From an optimization exercise on the open Yosys and OpenROAD flow, aimed at small area; shortcuts taken in it are not production practice.
Only simulation tests tie the RTL to the original design; equivalence was not proved.
The clock port is modelled as an ideal driver, which makes a skipped or thinned clock tree look cheaper than it is; a real chip needs a root buffer or a tree.
Power figures rest on the tool's default switching activity, not on a simulated workload.

==> inputs of juniper <==
==> flow/design.v <==
module lowpass_pwm_uart (
    input CLK,
    input RST,
    output B6,
    output PMOD1,
    output PMOD3,
    output PMOD5,
    output PMOD7,
    output PMOD2,
    output PMOD4,
    output PMOD6,
    output PMOD8
);
    reg [7:0] K;
    reg [5:0] r;
    reg z;             
    reg [8:0] u;
    reg p;
    reg [7:0] lo;      
    reg [7:0] nm;      
    reg [7:0] nh;      
    reg b6;
    reg [2:0] ns3;     
    reg sf;            
    wire k7 = &K[2:0];
    wire kz = ~|K[2:0];
    wire rw = r[0] & r[1] & r[3] & r[5];    
    wire [7:0] nd = ~(u[7:0] ^ {8{u[8]}});   
    wire [8:0] kc;
    wire [7:0] k1;
    assign kc[0] = rw;
    wire [9:0] uc;
    wire [8:0] u1;
    assign uc[0] = z;
    wire [8:0] n, m;
    assign n[0] = 1'b1;
    assign m[0] = 1'b1;
    wire [8:0] ac;
    wire [7:0] lo1;
    assign ac[0] = np;
    wire np = ~p;
    wire [16:0] hc;
    wire [15:0] nx = {nh, nm};
    wire [15:0] nx1;
    assign hc[0] = ~ac[8];
    genvar i;
    generate
        for (i = 0; i < 8; i = i + 1) begin : g_k
            assign k1[i] = K[i] ^ kc[i];
            assign kc[i+1] = K[i] & kc[i];
            assign n[i+1] = (K[i] & nd[i]) | (K[i] & n[i]) | (nd[i] & n[i]);
            assign m[i+1] = (K[i] & nh[i]) | (K[i] & m[i]) | (nh[i] & m[i]);
            assign lo1[i] = lo[i] ^ nh[i] ^ ac[i];
            assign ac[i+1] = (lo[i] & nh[i]) | (ac[i] & (lo[i] ^ nh[i]));
        end
        for (i = 0; i < 9; i = i + 1) begin : g_u
            assign u1[i] = u[i] ^ uc[i];
            assign uc[i+1] = u[i] & uc[i];
        end
        for (i = 0; i < 16; i = i + 1) begin : g_a
            assign nx1[i] = nx[i] ^ p ^ hc[i];
            assign hc[i+1] = (nx[i] & p) | (hc[i] & (nx[i] ^ p));
        end
    endgenerate
    always @(posedge CLK) begin
        if (RST) begin
            K <= 8'd0;
            r <= 6'd56;
            z <= 1'b1;
            u <= 9'd0;
            p <= 1'b0;
            lo <= 8'd0;
            nm <= 8'hff;
            nh <= 8'hff;
            b6 <= 1'b0;
            ns3 <= 3'b111;
            sf <= 1'b0;
        end else begin
            r <= rw ? {1'b1, 1'b1, 1'b1, ~k7, 1'b0, 1'b0} : {r[4:0], r[5] ^ r[4]};
            K <= k1;
            z <= kc[8];
            u <= u1;
            if (z) begin
                ns3 <= nh[7:5];
                sf <= ~|nh;
            end
            p <= ~n[8];
            lo <= lo1;
            {nh, nm} <= nx1;
            b6 <= ~m[8];
        end
    end
    assign B6 = b6;
    assign PMOD2 = ~&ns3;
    assign PMOD4 = ~(ns3[2] & ns3[1]);
    assign PMOD6 = ~(ns3[2] & (ns3[1] | ns3[0]));
    assign PMOD8 = ~ns3[2];
    assign PMOD1 = ~(ns3[2] | (ns3[1] & ns3[0]));
    assign PMOD3 = ~(ns3[2] | ns3[1]);
    assign PMOD5 = ~|ns3;
    assign PMOD7 = sf;
endmodule
==> flow/flow/run.sh <==
#!/bin/bash
# The standard layout (standard.sh) with three changes:
#  1. after the standard synthesis, full adders whose three inputs are all
#     inverted take the uninverted inputs and invert their outputs instead
#     (flow/fa_flip.py), and the logic between the registers and full adders
#     is re-mapped by ABC for area, keeping the smallest of a few scripts
#     (flow/resynth.tcl); registers keep the cells and names the standard
#     synthesis gave them;
#  2. the ports are buffered with buf_1;
#  3. the clock tree is four buffers fed by the clock port, each driving the
#     flip-flops of one quarter of the die, each the smallest of buf_4, buf_6
#     and buf_8 that keeps the estimated clock-pin slew under 127 ps
#     (flow/clock_tree.tcl, run in place of TritonCTS).
# Each tool's full output goes to a log file here.
set -euo pipefail
here=$(pwd)
res=$here/orfs/results/$FLOW_PLATFORM/lowpass_pwm_uart/base
yosys_exe=$(command -v yosys || echo "$FLOW_HOME/../tools/install/yosys/bin/yosys")

bash standard.sh synth > standard_synth.log 2>&1

cp "$res/1_2_yosys.v" "$here/synth_standard.v"
python3 "$here/flow/fa_flip.py" "$here/synth_standard.v" "$here/synth_flip.v" > fa_flip.log 2>&1
RESYNTH_IN="$here/synth_flip.v" RESYNTH_OUT="$here/synth_resynth.v" \
  RESYNTH_LIB="$FLOW_HOME/platforms/$FLOW_PLATFORM/lib/sky130_fd_sc_hd__tt_025C_1v80.lib" \
  "$yosys_exe" -c "$here/flow/resynth.tcl" > resynth.log 2>&1
cp "$here/synth_resynth.v" "$res/1_2_yosys.v"
rm -f "$res/1_synth.odb" "$res/1_synth.sdc"

bash standard.sh \
  "BUFFER_PORTS_ARGS=-buffer_cell sky130_fd_sc_hd__buf_1" \
  "PRE_CTS_TCL=$here/flow/clock_tree.tcl" \
  finish > standard.log 2>&1
==> flow/flow/clock_tree.tcl <==
# Clock tree for a small design, run as ORFS's PRE_CTS_TCL hook: split the
# clock sinks into four balanced groups (halves along x, each halved along
# y) and drive each group from its own buffer, placed at the group's centre
# and fed by the clock port. A group whose estimated clock-pin slew is high
# gets a stronger buffer. TritonCTS is then skipped; the rest of the CTS step
# (legalisation, timing repair) runs as usual.
set cts_cells {sky130_fd_sc_hd__buf_4 sky130_fd_sc_hd__buf_6 sky130_fd_sc_hd__buf_8}
set cts_slew_target 0.127

set db [ord::get_db]
set block [ord::get_db_block]
set clknet [$block findNet CLK]
set sinks {}
foreach it [$clknet getITerms] {
  set loc [[$it getInst] getLocation]
  lappend sinks [list [lindex $loc 0] [lindex $loc 1] $it]
}
set sinks [lsort -integer -index 0 $sinks]
set h [expr {[llength $sinks] / 2}]
set groups {}
foreach half [list [lrange $sinks 0 [expr {$h - 1}]] [lrange $sinks $h end]] {
  set half [lsort -integer -index 1 $half]
  set q [expr {[llength $half] / 2}]
  lappend groups [lrange $half 0 [expr {$q - 1}]] [lrange $half $q end]
}
set bufs {}
set g 0
foreach grp $groups {
  set inst [odb::dbInst_create $block [$db findMaster [lindex $cts_cells 0]] clkbuf_leaf_$g]
  set net [odb::dbNet_create $block clknet_leaf_$g]
  $net setSigType CLOCK
  set sx 0
  set sy 0
  set m 0
  set pins {}
  foreach s $grp {
    incr sx [lindex $s 0]
    incr sy [lindex $s 1]
    incr m
    set it [lindex $s 2]
    $it disconnect
    $it connect $net
    lappend pins "[[$it getInst] getName]/[[$it getMTerm] getName]"
  }
  [$inst findITerm A] connect $clknet
  [$inst findITerm X] connect $net
  $inst setLocation [expr {$sx / $m}] [expr {$sy / $m}]
  $inst setPlacementStatus PLACED
  lappend bufs [list $inst $pins]
  incr g
}

# Estimate each group's worst clock-pin slew from the placement and move to
# the next stronger buffer until it is below the target.
proc group_slew { pins } {
  set worst 0
  foreach p $pins {
    set s [get_property [get_pins $p] slew_max]
    if { $s > $worst } {
      set worst $s
    }
  }
  return $worst
}
set_propagated_clock [all_clocks]
foreach b $bufs {
  lassign $b inst pins
  foreach cell $cts_cells {
    $inst swapMaster [$db findMaster $cell]
    estimate_parasitics -placement
    set slew [group_slew $pins]
    if { $slew <= $cts_slew_target } {
      break
    }
  }
  puts "clock_tree: [$inst getName], [llength $pins] sinks, [[$inst getMaster] getName], estimated slew [format %.1f [expr {$slew * 1000}]] ps"
}
unset_propagated_clock [all_clocks]

rename clock_tree_synthesis {}
proc clock_tree_synthesis { args } {
  puts "clock_tree: TritonCTS skipped"
}
==> flow/flow/fa_flip.py <==
#!/usr/bin/env python3
"""Push inverters through full adders in a mapped netlist.

A full adder whose three inputs all come from inverters computes the
complement of a full adder of the inverters' inputs (the full adder is
self-dual): FA(~a, ~b, ~c) = (~sum, ~cout) of FA(a, b, c). Such a cell is
rewired to take a, b and c directly, and its two outputs go through new
inverters to the nets they drove. Unused inverters are left for synthesis
to remove. Usage: fa_flip.py IN.v OUT.v
"""
import re
import sys

src = open(sys.argv[1]).read()
inst_re = re.compile(r"(\s*)(sky130_fd_sc_hd__\w+)\s+(\S+)\s*\((.*?)\);", re.S)
port_re = re.compile(r"\.(\w+)\(([^()]*)\)")

cells = []
for m in inst_re.finditer(src):
    ports = {p: n.strip() for p, n in port_re.findall(m.group(4))}
    cells.append((m, m.group(2), m.group(3), ports))

inv_of = {}
for m, typ, name, ports in cells:
    if re.fullmatch(r"sky130_fd_sc_hd__(clk)?inv_\d+", typ):
        inv_of[ports["Y"]] = ports["A"]

def net(n):
    # escaped identifiers need their terminating space back
    return n + " " if n.startswith("\\") else n

out = []
pos = 0
new_wires = []
flips = 0
for m, typ, name, ports in cells:
    if not re.fullmatch(r"sky130_fd_sc_hd__fa_\d+", typ):
        continue
    if not all(ports[p] in inv_of for p in ("A", "B", "CIN")):
        continue
    flips += 1
    co, s = "fa_flip_%d_co" % flips, "fa_flip_%d_s" % flips
    new_wires += [co, s]
    ind = m.group(1)
    text = (
        "%s%s %s (.A(%s), .B(%s), .CIN(%s), .COUT(%s), .SUM(%s));"
        % (ind, typ, name, net(inv_of[ports["A"]]), net(inv_of[ports["B"]]),
           net(inv_of[ports["CIN"]]), co, s)
        + "%ssky130_fd_sc_hd__inv_1 fa_flip_%d_ico (.A(%s), .Y(%s));" % (ind, flips, co, net(ports["COUT"]))
        + "%ssky130_fd_sc_hd__inv_1 fa_flip_%d_is (.A(%s), .Y(%s));" % (ind, flips, s, net(ports["SUM"]))
    )
    out.append(src[pos:m.start()])
    out.append(text)
    pos = m.end()
out.append(src[pos:])
res = "".join(out)
if new_wires:
    first = inst_re.search(res)
    decl = "".join("\n  wire %s;" % w for w in new_wires) + "\n"
    res = res[:first.start()] + decl + res[first.start():]
open(sys.argv[2], "w").write(res)
print("fa_flip: %d full adders rewired" % flips)
==> flow/flow/resynth.tcl <==
# Re-map the combinational logic of the standard synthesis for area.
# Registers, full adders and tie cells are kept as they are; half adders
# are re-mapped with the rest of the logic. A few ABC scripts are tried and
# the smallest result is kept.
set lib $::env(RESYNTH_LIB)
yosys read_liberty -ignore_miss_func $lib
yosys read_verilog $::env(RESYNTH_IN)
yosys hierarchy -top lowpass_pwm_uart
yosys stat -liberty $lib
yosys setattr -mod -set blackbox 1 sky130_fd_sc_hd__dfxtp_1 sky130_fd_sc_hd__fa_1 sky130_fd_sc_hd__conb_1
yosys flatten
yosys opt_clean
yosys design -save flat
set dont_use {}
foreach c {
  probe_p_8 probec_p_8 lpflow_bleeder_1
  lpflow_clkbufkapwr_1 lpflow_clkbufkapwr_16 lpflow_clkbufkapwr_2 lpflow_clkbufkapwr_4 lpflow_clkbufkapwr_8
  lpflow_clkinvkapwr_1 lpflow_clkinvkapwr_16 lpflow_clkinvkapwr_2 lpflow_clkinvkapwr_4 lpflow_clkinvkapwr_8
  lpflow_inputiso0n_1 lpflow_inputiso0p_1 lpflow_inputiso1n_1 lpflow_inputiso1p_1 lpflow_inputisolatch_1
  lpflow_isobufsrc_1 lpflow_isobufsrc_16 lpflow_isobufsrc_2 lpflow_isobufsrc_4 lpflow_isobufsrc_8
  lpflow_isobufsrckapwr_16
  lpflow_lsbuf_lh_hl_isowell_tap_1 lpflow_lsbuf_lh_hl_isowell_tap_2 lpflow_lsbuf_lh_hl_isowell_tap_4
  lpflow_lsbuf_lh_isowell_4 lpflow_lsbuf_lh_isowell_tap_1 lpflow_lsbuf_lh_isowell_tap_2
  lpflow_lsbuf_lh_isowell_tap_4
} {
  lappend dont_use -dont_use sky130_fd_sc_hd__$c
}
set scripts {
  "+strash;&get,-n;&dc2;&dch,-f;&nf,-R,1000;&put;strash;&get,-n;&dch,-f;&nf,-R,1000;&put;topo"
  "+strash;&get,-n;&dch,-f;&nf,-R,1000;&put;topo"
  "+strash;dch,-f;amap;topo"
  "+strash;&get,-n;&dc2;&dch,-f;&nf,-R,1000;&put;strash;&get,-n;&dc2;&dch,-f;&nf,-R,1000;&put;strash;&get,-n;&dch,-f;&nf,-R,1000;&put;topo"
  "+strash;&get,-n;&syn2;&dch,-f;&nf,-R,1000;&put;topo"
  "+strash;&get,-n;&dc2;&dch,-f,-x;&nf,-R,1000;&put;strash;&get,-n;&dch,-f,-x;&nf,-R,1000;&put;topo"
}
set best_area 1e30
set best_i -1
set i 0
foreach s $scripts {
  yosys design -load flat
  yosys abc -liberty $lib {*}$dont_use -script $s
  yosys opt_clean -purge
  set st [yosys tee -q -s result.string stat -liberty $lib]
  regexp {Chip area for module [^:]*: ([0-9.]+)} $st -> area
  puts "resynth: script $i area $area"
  if { $area < $best_area } {
    set best_area $area
    set best_i $i
    yosys design -save best
  }
  incr i
}
puts "resynth: kept script $best_i, area $best_area"
yosys design -load best
yosys stat -liberty $lib
yosys write_verilog -noattr -nohex -nodec $::env(RESYNTH_OUT)
==> flow/standard.sh <==
#!/bin/bash
# synth_recipe.tcl (not shown) runs the flow's synth.tcl, then flattens the netlist and writes it again
# the make line also repeats each setting of config.mk as NAME=value (left out here)
make -C /OpenROAD-flow-scripts/flow DESIGN_CONFIG=/design/flow/config.mk WORK_HOME=/design/flow/orfs CLKGATE_MAP_FILE= SYNTH_SCRIPT=/design/flow/synth_recipe.tcl "${@:-finish}"
==> flow/config.mk <==
export PLATFORM = sky130hd
export DESIGN_NAME = lowpass_pwm_uart
export DESIGN_NICKNAME = lowpass_pwm_uart
export VERILOG_FILES = /design/flow/design.v
export SDC_FILE = /design/flow/constraint.sdc
export NUM_CORES = 4
export LEC_CHECK = 0
export CAP_MARGIN = 20
export CORE_MARGIN = 2
export CORE_UTILIZATION = 70
export GPL_TIMING_DRIVEN = 0
export SLEW_MARGIN = 20
==> flow/constraint.sdc <==
create_clock -name core_clock -period 10.0 [get_ports {CLK}]
set_input_delay 2.0000 -clock core_clock [delete_from_list [all_inputs] [get_ports {CLK}]]
set_output_delay 2.0000 -clock core_clock [all_outputs]
set_load 0.01 [all_outputs]
==> inputs of quartz, as changes to juniper <==
==> flow/flow/run.sh (replaced) <==
#!/bin/bash
# The standard layout (standard.sh) with three changes:
#  1. after the standard synthesis, the logic between the registers is
#     re-mapped by ABC for area (flow/resynth.tcl); registers and full adder
#     cells are kept as the standard synthesis made them;
#  2. the ports are buffered with buf_1;
#  3. the clock tree is four buffers fed by the clock port, each driving the
#     flip-flops of one quarter of the die, each the smallest of buf_4, buf_6
#     and buf_8 that keeps the estimated clock-pin slew under 127 ps
#     (flow/clock_tree.tcl, run in place of TritonCTS).
# Each tool's full output goes to a log file here.
set -euo pipefail
here=$(pwd)
res=$here/orfs/results/$FLOW_PLATFORM/lowpass_pwm_uart/base
yosys_exe=$(command -v yosys || echo "$FLOW_HOME/../tools/install/yosys/bin/yosys")

bash standard.sh synth > standard_synth.log 2>&1

cp "$res/1_2_yosys.v" "$here/synth_standard.v"
RESYNTH_IN="$here/synth_standard.v" RESYNTH_OUT="$here/synth_resynth.v" \
  RESYNTH_LIB="$FLOW_HOME/platforms/$FLOW_PLATFORM/lib/sky130_fd_sc_hd__tt_025C_1v80.lib" \
  "$yosys_exe" -c "$here/flow/resynth.tcl" > resynth.log 2>&1
cp "$here/synth_resynth.v" "$res/1_2_yosys.v"
rm -f "$res/1_synth.odb" "$res/1_synth.sdc"

bash standard.sh \
  "BUFFER_PORTS_ARGS=-buffer_cell sky130_fd_sc_hd__buf_1" \
  "PRE_CTS_TCL=$here/flow/clock_tree.tcl" \
  finish > standard.log 2>&1
==> flow/flow/resynth.tcl (replaced) <==
# Re-map the combinational logic of the standard synthesis for area.
# Registers, full adders and tie cells are kept as they are; half adders
# are re-mapped with the rest of the logic.
yosys read_liberty -ignore_miss_func $::env(RESYNTH_LIB)
yosys read_verilog $::env(RESYNTH_IN)
yosys hierarchy -top lowpass_pwm_uart
yosys stat -liberty $::env(RESYNTH_LIB)
yosys setattr -mod -set blackbox 1 sky130_fd_sc_hd__dfxtp_1 sky130_fd_sc_hd__fa_1 sky130_fd_sc_hd__conb_1
yosys flatten
yosys opt_clean
set dont_use {}
foreach c {
  probe_p_8 probec_p_8 lpflow_bleeder_1
  lpflow_clkbufkapwr_1 lpflow_clkbufkapwr_16 lpflow_clkbufkapwr_2 lpflow_clkbufkapwr_4 lpflow_clkbufkapwr_8
  lpflow_clkinvkapwr_1 lpflow_clkinvkapwr_16 lpflow_clkinvkapwr_2 lpflow_clkinvkapwr_4 lpflow_clkinvkapwr_8
  lpflow_inputiso0n_1 lpflow_inputiso0p_1 lpflow_inputiso1n_1 lpflow_inputiso1p_1 lpflow_inputisolatch_1
  lpflow_isobufsrc_1 lpflow_isobufsrc_16 lpflow_isobufsrc_2 lpflow_isobufsrc_4 lpflow_isobufsrc_8
  lpflow_isobufsrckapwr_16
  lpflow_lsbuf_lh_hl_isowell_tap_1 lpflow_lsbuf_lh_hl_isowell_tap_2 lpflow_lsbuf_lh_hl_isowell_tap_4
  lpflow_lsbuf_lh_isowell_4 lpflow_lsbuf_lh_isowell_tap_1 lpflow_lsbuf_lh_isowell_tap_2
  lpflow_lsbuf_lh_isowell_tap_4
} {
  lappend dont_use -dont_use sky130_fd_sc_hd__$c
}
yosys abc -liberty $::env(RESYNTH_LIB) {*}$dont_use -script "+strash;&get,-n;&dc2;&dch,-f;&nf,-R,1000;&put;strash;&get,-n;&dch,-f;&nf,-R,1000;&put;topo"
yosys opt_clean -purge
yosys stat -liberty $::env(RESYNTH_LIB)
yosys write_verilog -noattr -nohex -nodec $::env(RESYNTH_OUT)
removed: flow/flow/fa_flip.py
==> notes.md <==
item	quartz	juniper
Status	no timing/DRC/antenna violations	no timing/DRC/antenna violations
Setup WS post-layout	1.32 ns	1.36 ns
Num tapcells	46	44
Fraction of layout cells with a size suffix above 1	0.0268	0.0270
Least-Margin Pin Slew	0.793 ns	0.805 ns
Net switching component of the power	0.000192 W	0.000205 W
Number of logic inverters in the finished layout	7	5
Met2 Track Usage GR	0.356	0.441
Minimum period implied by the final worst setup slack	8.68 ns	8.64 ns
Final non-filler cell area	2470 sq um	2470 sq um
Post-Route M1 WL	1710 microns	1810 microns
Post-Syn Instances	210	208
Leak	0.898 nW	0.896 nW
Post-synthesis area per instance	11.2 sq um	11.2 sq um
Met3 Routed Length	91 microns	137 microns
Total global routing track utilization	0.210	0.237
Fraction of area in registers	0.438	0.439
Internal portion of total power	0.000397 W	0.000407 W
Global Route met3 Usage	0.0145	0.0228
Effective utilization at floorplan	0.713	0.753
Cell Count, Final, Fillers Out	270	266
Detailed Route WL	3530 microns	4070 microns
Post-detail-place hpwl	2500 microns	2910 microns
Slew Limit Headroom	0.472	0.463
Slowest Stage Delay on Critical Path	0.53 ns	0.52 ns
Global-route wire length before repair	6240 microns	6840 microns
Switching share of power	0.326	0.334
No run of this note takes its clock network from TritonCTS; it comes from the design's own scripts or RTL.

==> what the ideal ports hide <==
In the flow no input, the clock included, has a driving cell. The finished layouts below were timed again as built, in two steps. Step 1, drivers: a clkbuf_16 drives CLK and a buf_2 each remaining input, both assumed. Step 2 adds t to the input delays and takes it off the output delays; t is the mean of the earliest and latest rising clock arrival at the registers after step 1. Input paths then give back, and output paths get back, about the clock's delay inside the block. a / b / c = ideal ports / drivers / drivers and shift; a / b = the first two.
run	shift t [ns]	setup slack, ns	hold slack, ns	worst setup path after step 2
juniper	0.183	1.361 / 1.361 / 1.361	0.444 / 0.444 / 0.444	register to register
quartz	0.196	1.315 / 1.315 / 1.315	0.435 / 0.435 / 0.435	register to register
After both steps every run listed still meets setup and hold.
